From an optimization exercise on the open Yosys and OpenROAD flow, aimed at small area; shortcuts taken in it are not production practice.
At most, simulation tests tie the RTL to the original design; equivalence was not proved.
The clock port is modelled as an ideal driver; clocking choices that lean on that would not hold on a real chip.
Power and IR drop assume default switching activity.

==> run Y <==
==> flow/design.v (excerpt) <==
module project(clk, reset, button1, button0, led5, led4, led3, led2, led1, led0, alarmon, what);
export LEC_CHECK = 0
export ABC_AREA = 1
export CAP_MARGIN = 20
export CORE_MARGIN = 2
export CORE_UTILIZATION = 40
export CTS_BUF_LIST = sky130_fd_sc_hd__clkbuf_4 sky130_fd_sc_hd__clkbuf_8
export CTS_CLUSTER_SIZE = 30
export SLEW_MARGIN = 20
create_clock -name core_clock -period 10.0 [get_ports {clk}]
standard.sh (not shown) runs the stock make flow with config.mk's settings and CLKGATE_MAP_FILE= SYNTH_SCRIPT=/design/flow/synth_recipe.tcl, a recipe that flattens the netlist after the stock synthesis.
==> flow/flow/run.sh <==
#!/bin/bash
# Standard layout, with single-drive buffers on the ports.
set -euo pipefail
export BUFFER_PORTS_ARGS="-buffer_cell sky130_fd_sc_hd__buf_1"
bash standard.sh > standard_flow.log 2>&1
==> run P (differences from run Y) <==
==> flow/flow/run.sh (replaced) <==
#!/bin/bash
# Standard layout, with an area-oriented ABC script and no half-adder extraction in synthesis,
# single-drive buffers on the ports and a small clock tree.
set -euo pipefail
{ cat flow/overrides.tcl; cat synth_recipe.tcl; } > own_synth.tcl
export OWN_ABC_SCRIPT=$PWD/flow/area.abc
export BUFFER_PORTS_ARGS="-buffer_cell sky130_fd_sc_hd__buf_1"
export CTS_ARGS="-sink_clustering_enable -repair_clock_nets -root_buf sky130_fd_sc_hd__clkbuf_8 -buf_list sky130_fd_sc_hd__clkbuf_8 -sink_clustering_size 40 -sink_clustering_max_diameter 300"
bash standard.sh SYNTH_SCRIPT=$PWD/own_synth.tcl > standard_flow.log 2>&1
==> flow/flow/area.abc (new file) <==
strash
&get -n
&fraig -x
&put
scorr
dc2
strash
&get -n
&dch -f
&nf -R 1000
&put
topo
==> flow/flow/overrides.tcl (new file) <==
proc extract_fa {args} { puts "own flow: no adder extraction" }
proc abc {args} {
  set i [lsearch -exact $args -script]
  if {$i >= 0} { set args [lreplace $args $i [expr {$i + 1}] -script $::env(OWN_ABC_SCRIPT)] }
  yosys abc {*}$args
}
ABC_AREA = not set   (was 1)
CTS_BUF_LIST = not set   (was sky130_fd_sc_hd__clkbuf_4 sky130_fd_sc_hd__clkbuf_8)
CTS_CLUSTER_SIZE = not set   (was 30)
==> comparison table <==
Outcome: run Y complete, no violations; run P complete, no violations
Drt first-iter violations: run Y 152; run P 182
Final standard cell utilization of the core: run Y 45.0%; run P 46.3%
Non-Clock Inverter Count: run Y 102; run P 9
Total via count after detailed routing: run Y 4186; run P 3458
WL met1: run Y 4550 um; run P 4620 um
Slew of the pin with the lowest slew margin: run Y 0.671 ns; run P 0.760 ns
Die width: run Y 115 um; run P 104 um
Share of post-route cells with drive strength above 1: run Y 5.17%; run P 3.79%
Final instance count without filler cells: run Y 862; run P 661
Number of global-route vias before repair: run Y 3821; run P 3188
Total number of multi-input combinational cells: run Y 463; run P 368
Net load switching power: run Y 0.648 mW; run P 0.620 mW
Seq/total area: run Y 32.4%; run P 38.8%
Wirelength, routed: run Y 9480 um; run P 9040 um
Logic power comb: run Y 0.759 mW; run P 0.686 mW
Row Count: run Y 40; run P 36
CP peak stage delay: run Y 0.40 ns; run P 0.62 ns
Area of the die: run Y 0.0131 mm^2; run P 0.0107 mm^2
Tap Cells: run Y 147; run P 133
Placed instance count: run Y 846; run P 645
Function was not checked in any run of this note: the RTL went through the layout flow alone.

* * *

==> v16: inputs <==
project, a different RTL version from the one above (not shown whole).
export LEC_CHECK = 0
export CAP_MARGIN = 20
export CORE_MARGIN = 2
export CORE_UTILIZATION = 70
export SLEW_MARGIN = 20
create_clock -name core_clock -period 10.0 [get_ports {clk}]
==> flow/flow/run.sh <==
#!/bin/bash
# Standard layout with three changes: synthesis skips half/full-adder extraction and maps
# with each ABC script in flow/abc, keeping the smallest; the ports get single-drive
# buffers; the clock tree uses small buffers, larger only where a clock edge is slow, and no
# dummy loads.
set -euo pipefail
{ cat flow/overrides.tcl; cat synth_recipe.tcl; } > own_synth.tcl
export OWN_ABC_SCRIPTS="$(ls $PWD/flow/abc/*.abc | tr '\n' ' ')"
export BUFFER_PORTS_ARGS="-buffer_cell sky130_fd_sc_hd__buf_1"
export POST_CTS_TCL=$PWD/flow/clock_upsize.tcl
export OWN_CLOCK_SLEW_NS=0.11
export CTS_ARGS="-sink_clustering_enable -repair_clock_nets -root_buf sky130_fd_sc_hd__clkbuf_4 -buf_list sky130_fd_sc_hd__clkbuf_4 -sink_clustering_size 40 -sink_clustering_max_diameter 300 -dont_use_dummy_load"
bash standard.sh SYNTH_SCRIPT=$PWD/own_synth.tcl > standard_flow.log 2>&1
Other scripts of this flow, unchanged in this note and not shown: flow/flow/abc/a2.abc, flow/flow/abc/a5.abc, flow/flow/abc/a8.abc, flow/flow/abc/b1.abc, flow/flow/abc/b2.abc, flow/flow/clock_upsize.tcl, flow/flow/overrides.tcl
==> v23: changes against v16 <==
--- a/flow/design.v
+++ b/flow/design.v
@@ -14,17 +14,17 @@
 		end
 	endfunction
 	function [6:0] segB;
 		input [3:0] d;
 		begin
 			segB[0] = (~d[3] & ~d[2] & ~d[1] & d[0]) | (~d[3] & d[2] & ~d[0]);
-			segB[1] = (~d[3] & d[2] & d[0]) | (d[3] & ~d[1] & ~d[0]);
+			segB[1] = ~((~d[2]) | (~d[3] & ~d[0]));
 			segB[2] = (~d[3] & d[1] & ~d[0]);
 			segB[3] = (~d[2] & ~d[1] & d[0]) | (~d[3] & d[2] & ~d[0]);
 			segB[4] = (d[0]) | (~d[3] & d[2]);
-			segB[5] = (~d[2] & d[0]) | (~d[3] & d[1]);
+			segB[5] = (~d[3] & d[1]) | (~d[2] & ~d[1] & d[0]);
 			segB[6] = (~d[2] & ~d[1]);
 		end
 	endfunction
 	function [6:0] segC;
 		input [3:0] d;
 		begin
@@ -49,31 +49,31 @@
 			segD[6] = (~d[2] & ~d[1]);
 		end
 	endfunction
 	function [6:0] segE;
 		input [3:0] d;
 		begin
-			segE[0] = (~d[2] & ~d[1] & d[0]) | (~d[3] & d[2] & ~d[0]);
-			segE[1] = (~d[3] & d[2] & d[0]) | (d[3] & ~d[1] & ~d[0]);
+			segE[0] = (~d[3] & ~d[2] & ~d[1] & d[0]) | (~d[3] & d[2] & ~d[0]);
+			segE[1] = ~((~d[2]) | (~d[3] & ~d[0]));
 			segE[2] = (~d[3] & d[1] & ~d[0]);
-			segE[3] = (~d[2] & ~d[1] & d[0]) | (~d[3] & d[2] & ~d[0]) | (d[3] & ~d[1] & d[0]);
+			segE[3] = (~d[2] & ~d[1] & d[0]) | (~d[3] & d[2] & ~d[0]);
 			segE[4] = (d[0]) | (~d[3] & d[2]);
-			segE[5] = ~((~d[1] & ~d[0]) | (~d[3] & d[2]) | (d[3] & ~d[2]));
-			segE[6] = (~d[2] & ~d[1]) | (d[3] & ~d[1] & d[0]);
+			segE[5] = (~d[3] & d[1]) | (~d[2] & ~d[1] & d[0]);
+			segE[6] = (~d[2] & ~d[1]);
 		end
 	endfunction
 	function [6:0] segF;
 		input [2:0] d;
 		begin
-			segF[0] = (d[1] & d[0]) | (d[2] & ~d[0]);
+			segF[0] = (~d[2] & ~d[1] & d[0]) | (d[2] & ~d[0]);
 			segF[1] = ~((~d[2]) | (~d[1] & ~d[0]));
 			segF[2] = (d[1] & ~d[0]);
-			segF[3] = (d[1] & d[0]) | (d[2] & ~d[0]);
+			segF[3] = (~d[2] & ~d[1] & d[0]) | (d[2] & ~d[0]);
 			segF[4] = ~((~d[2] & ~d[0]));
 			segF[5] = (~d[2] & d[0]) | (d[1]);
-			segF[6] = (~d[2] & ~d[1] & ~d[0]) | (d[1] & d[0]) | (d[2] & d[1]);
+			segF[6] = (~d[2] & ~d[1]) | (d[2] & d[1]);
 		end
 	endfunction
 	function [3:0] nA;
 		input [3:0] q;
 		input en;
 		begin
@@ -89,20 +89,20 @@
 	endfunction
 	function [3:0] nB;
 		input [3:0] q;
 		input en;
 		begin
 			nB[0] = (~q[0] & en) | (q[0] & ~en);
-			nB[1] = (~q[2] & ~q[1] & q[0] & en) | (~q[3] & q[1] & ~q[0]) | (q[1] & ~en);
-			nB[2] = (q[1] & q[0] & en) | (~q[3] & q[2]) | (q[2] & ~en) | (q[3] & q[1] & en);
-			nB[3] = (~q[3] & q[2] & q[0] & en) | (q[3] & ~q[2]) | (q[3] & ~q[0]) | (q[3] & ~en);
+			nB[1] = (~q[2] & ~q[1] & q[0] & en) | (q[1] & ~q[0]) | (q[1] & ~en);
+			nB[2] = (~q[3] & q[1] & q[0] & en) | (~q[3] & q[2]) | (q[2] & ~en);
+			nB[3] = (q[2] & q[0] & en) | (q[3] & ~q[1]) | (q[3] & ~q[0]) | (q[3] & ~en);
 		end
 	endfunction
 	function lastB;
 		input [3:0] q;
-		lastB = (q[3] & q[2] & q[0]);
+		lastB = (q[3] & q[1] & q[0]);
 	endfunction
 	function [2:0] nB6;
 		input [2:0] q;
 		input en;
 		begin
 			nB6[0] = (~q[0] & en) | (q[0] & ~en);
@@ -143,28 +143,28 @@
 	endfunction
 	function [3:0] nE;
 		input [3:0] q;
 		input en;
 		begin
 			nE[0] = (~q[0] & en) | (q[0] & ~en);
-			nE[1] = (~q[2] & ~q[1] & q[0] & en) | (q[1] & ~q[0]) | (q[1] & ~en) | (q[3] & ~q[1] & q[0] & en);
-			nE[2] = (~q[3] & q[1] & q[0] & en) | (~q[3] & q[2]) | (q[2] & ~q[0]) | (q[2] & ~en);
-			nE[3] = (q[2] & q[0] & en) | (q[3] & ~q[0]) | (q[3] & ~en);
+			nE[1] = (~q[2] & ~q[1] & q[0] & en) | (q[1] & ~q[0]) | (q[1] & ~en);
+			nE[2] = (~q[3] & q[1] & q[0] & en) | (~q[3] & q[2]) | (q[2] & ~en);
+			nE[3] = (q[2] & q[0] & en) | (q[3] & ~q[1]) | (q[3] & ~q[0]) | (q[3] & ~en);
 		end
 	endfunction
 	function lastE;
 		input [3:0] q;
-		lastE = (q[3] & ~q[2] & q[0]);
+		lastE = (q[3] & q[1] & q[0]);
 	endfunction
 	function [2:0] nF;
 		input [2:0] q;
 		input en;
 		begin
 			nF[0] = (~q[0] & en) | (q[0] & ~en);
-			nF[1] = (~q[2] & ~q[1] & ~q[0] & en) | (q[1] & ~en) | (q[1] & q[0]);
-			nF[2] = (q[2] & ~q[0]) | (q[2] & ~en) | (~q[2] & ~q[1] & q[0] & en);
+			nF[1] = (~q[2] & ~q[1] & q[0] & en) | (q[1] & ~q[0]) | (q[1] & ~en);
+			nF[2] = (q[2] & ~q[0]) | (q[2] & ~en) | (q[1] & q[0] & en);
 		end
 	endfunction
 	function lastF;
 		input [2:0] q;
 		lastF = (q[2] & q[0]);
 	endfunction
@@ -198,31 +198,30 @@
 	always @(posedge clk or negedge reset)
 		if (!reset) begin b0d0 <= 0; b0d1 <= 0; b1d0 <= 0; b1d1 <= 0; end
 		else begin b0d0 <= button0; b0d1 <= b0d0; b1d0 <= button1; b1d1 <= b1d0; end
 	wire B0 = b0d1 & ~b0d0;
 	wire B1 = b1d1 & ~b1d0;
 	reg [3:0] state;
-	wire ns0 = (~state[1] & ~state[0] & B0) | (state[1] & state[0] & B0) | (state[2] & state[0]) | (~state[1] & ~B0 & B1) | (state[0] & ~B0 & ~B1) | (state[3] & ~state[1]);
-	wire ns1 = (~state[0] & ~B0 & B1) | (~state[3] & ~state[2] & state[0] & B0) | (state[2] & state[1]) | (state[1] & ~B0 & ~B1) | (state[3] & state[1] & B0);
-	wire ns2 = (~state[3] & ~state[2] & ~state[1] & state[0] & ~B0 & B1) | (~state[3] & ~state[2] & state[1] & ~state[0] & ~B0 & B1) | (~state[3] & ~state[2] & state[1] & state[0] & B0) | (state[2] & ~state[1] & ~B1) | (state[2] & ~state[0] & ~B1) | (state[2] & state[1] & state[0] & ~B0);
-	wire ns3 = (state[3] & ~state[1] & ~B1) | (state[3] & ~state[0] & ~B1) | (state[3] & ~B0 & ~B1) | (state[2] & ~state[1] & B1) | (state[2] & ~state[0] & B1) | (state[2] & state[1] & state[0] & B0);
+	wire ns0 = (~state[1] & ~state[0] & B0) | (state[1] & state[0] & B0) | (~state[3] & state[2] & state[0]) | (~state[1] & ~B0 & B1) | (state[0] & ~B0 & ~B1) | (state[3] & ~state[1]);
+	wire ns1 = (~state[0] & ~B0 & B1) | (~state[3] & ~state[2] & state[0] & B0) | (~state[3] & state[2] & state[1]) | (state[1] & ~B0 & ~B1) | (state[3] & state[1] & B0);
+	wire ns2 = (~state[3] & ~state[2] & ~state[1] & state[0] & ~B0 & B1) | (~state[3] & ~state[2] & state[1] & ~state[0] & ~B0 & B1) | (~state[3] & state[2] & state[1] & state[0]) | (~state[3] & state[1] & state[0] & B0) | (~state[3] & state[2] & ~B1) | (state[2] & ~B0 & ~B1);
+	wire ns3 = (state[2] & ~state[1] & B1) | (state[2] & ~state[0] & B1) | (state[3] & ~B0 & ~B1) | (~state[3] & state[2] & state[1] & state[0] & B0) | (state[3] & ~state[2] & ~B1);
 	always @(posedge clk or negedge reset)
 		if (!reset) state <= 4'd0;
 		else state <= {ns3, ns2, ns1, ns0};
 	wire set_clock = (~state[1] & state[0]);
 	wire alarm_set = (state[1] & ~state[0]);
 	wire stop = (state[1] & state[0]);
-	wire alm_or_stop = (state[1]);
 	wire hsub = (state[2] & ~state[1]) | (state[2] & ~state[0]);
-	wire msub = (state[3] & ~state[1]) | (state[3] & ~state[0]);
+	wire msub = (state[3] & ~state[2]);
 	wire hc = (state[2] & ~state[1]);
 	wire mc = (state[3] & ~state[1]);
 	wire ha = (state[2] & ~state[0]);
 	wire ma = (state[3] & ~state[0]);
-	wire srun = (state[2] & state[1] & state[0]);
-	wire spause = (state[3] & state[1] & state[0]);
+	wire srun = (~state[3] & state[2] & state[1] & state[0]);
+	wire spause = (state[3] & state[2]);
 	reg [9:0] div;
 	reg [3:0] sec, min;
 	reg [2:0] sec10, min10;
 	reg [4:0] hour;
 	wire run = ~set_clock;
 	wire div_end = &{div[9:5], div[2:0]};
@@ -271,16 +270,16 @@
 		end
 	wire [4:0] h = alarm_set ? ahour : hour;
 	wire [3:0] h1;
 	wire [2:0] h10;	 
 	assign h1[0] = (h[0]);
 	assign h1[1] = (~h[3] & ~h[2] & h[1]) | (h[3] & ~h[1]) | (h[4] & h[1]);
-	assign h1[2] = (~h[4] & ~h[3] & h[2]) | (h[4] & ~h[2] & ~h[1]) | (~h[4] & h[2] & h[1]);
+	assign h1[2] = (h[4] & ~h[2] & ~h[1] & ~h[0]) | (~h[4] & ~h[3] & h[2] & ~h[1]) | (h[3] & h[2] & h[1]) | (~h[4] & ~h[3] & h[2] & ~h[0]);
 	assign h1[3] = (~h[4] & ~h[3] & h[2] & h[1]) | (h[3] & ~h[2] & ~h[1]) | (h[4] & ~h[2]);
 	assign h10[0] = (h[3] & h[1]) | (h[3] & h[2]) | (h[4] & ~h[2]);
-	assign h10[1] = 1'b1;
+	assign h10[1] = (~h[4] & ~h[3]) | (~h[4] & ~h[2] & ~h[1]) | (~h[3] & h[2]);
 	assign h10[2] = (~h[4] & ~h[3]) | (~h[4] & ~h[2] & ~h[1]);
 	wire [3:0] n0 = alarm_set ? 4'd0 : stop ? sms : sec;
 	wire [3:0] n1 = alarm_set ? 4'd0 : stop ? sms10 : {1'b0, sec10};
 	wire [3:0] n2 = alarm_set ? amin : stop ? ssec : min;
 	wire [2:0] n3 = alarm_set ? amin10 : stop ? ssec10 : min10;
 	wire [3:0] n4 = stop ? smin : h1;
==> results.txt <==
metric                                                                 v23                      v16
Clk tree area frac                                                  2.150%                   1.967%
Outcome                                            complete, no violations  complete, no violations
Met2 routed WL                                                     3740 µm                  3968 µm
CP max stage delay                                                 0.58 ns                  0.85 ns
Logic power comb                                                    420 µW                   520 µW
Placed inst area                                                  3930 µm²                 3990 µm²
Initial standard-cell utilization of the core                       72.71%                   73.42%
Vias in the first global route                                       2,988                    3,121
Vertical die dimension                                            76.84 µm                 77.42 µm
Overall Power                                                     976.1 µW                 1.090 mW
Gpl congestion                                                      0.8311                   0.9358
Post-detailed-placement half-perimeter wirelength                  5749 µm                  5904 µm
Multiplexer share of the synthesized area                           2.224%                  0.8289%
Multi-input gate share of the layout cell area                      44.86%                   46.04%
Function not checked in v16: the RTL went through the layout flow alone.

## static timing again, ports no longer ideal
Ports are ideal in the flow. The routed layouts listed here were re-timed in OpenROAD.
Step 1 (the two cells are an assumption about what drives the block):
set clk [get_ports {clk}]
set_driving_cell -lib_cell sky130_fd_sc_hd__clkbuf_16 $clk
set_driving_cell -lib_cell sky130_fd_sc_hd__buf_2 [delete_from_list [all_inputs] $clk]
Step 2, shift: input delay + t, output delay - t, t = (earliest + latest rising clock arrival at the registers) / 2. This alone moves slack from input paths to output paths.
Slacks: ideal / step 1 / step 2; pairs: ideal / step 1.
run	t (ns)	setup slack, ns	worst setup path at the end	latest minus earliest clock arrival (ns)
run Y	0.371	4.663 / 4.632 / 5.004	register to output	0.006 / 0.007
run P	0.375	3.232 / 3.200 / 3.575	register to output	0.016 / 0.016
v16	0.439	4.084 / 4.056 / 4.495	register to output	0.032 / 0.032
v23	0.442	3.996 / 3.968 / 4.410	register to output	0.028 / 0.028
After both steps every run listed still meets setup and hold.
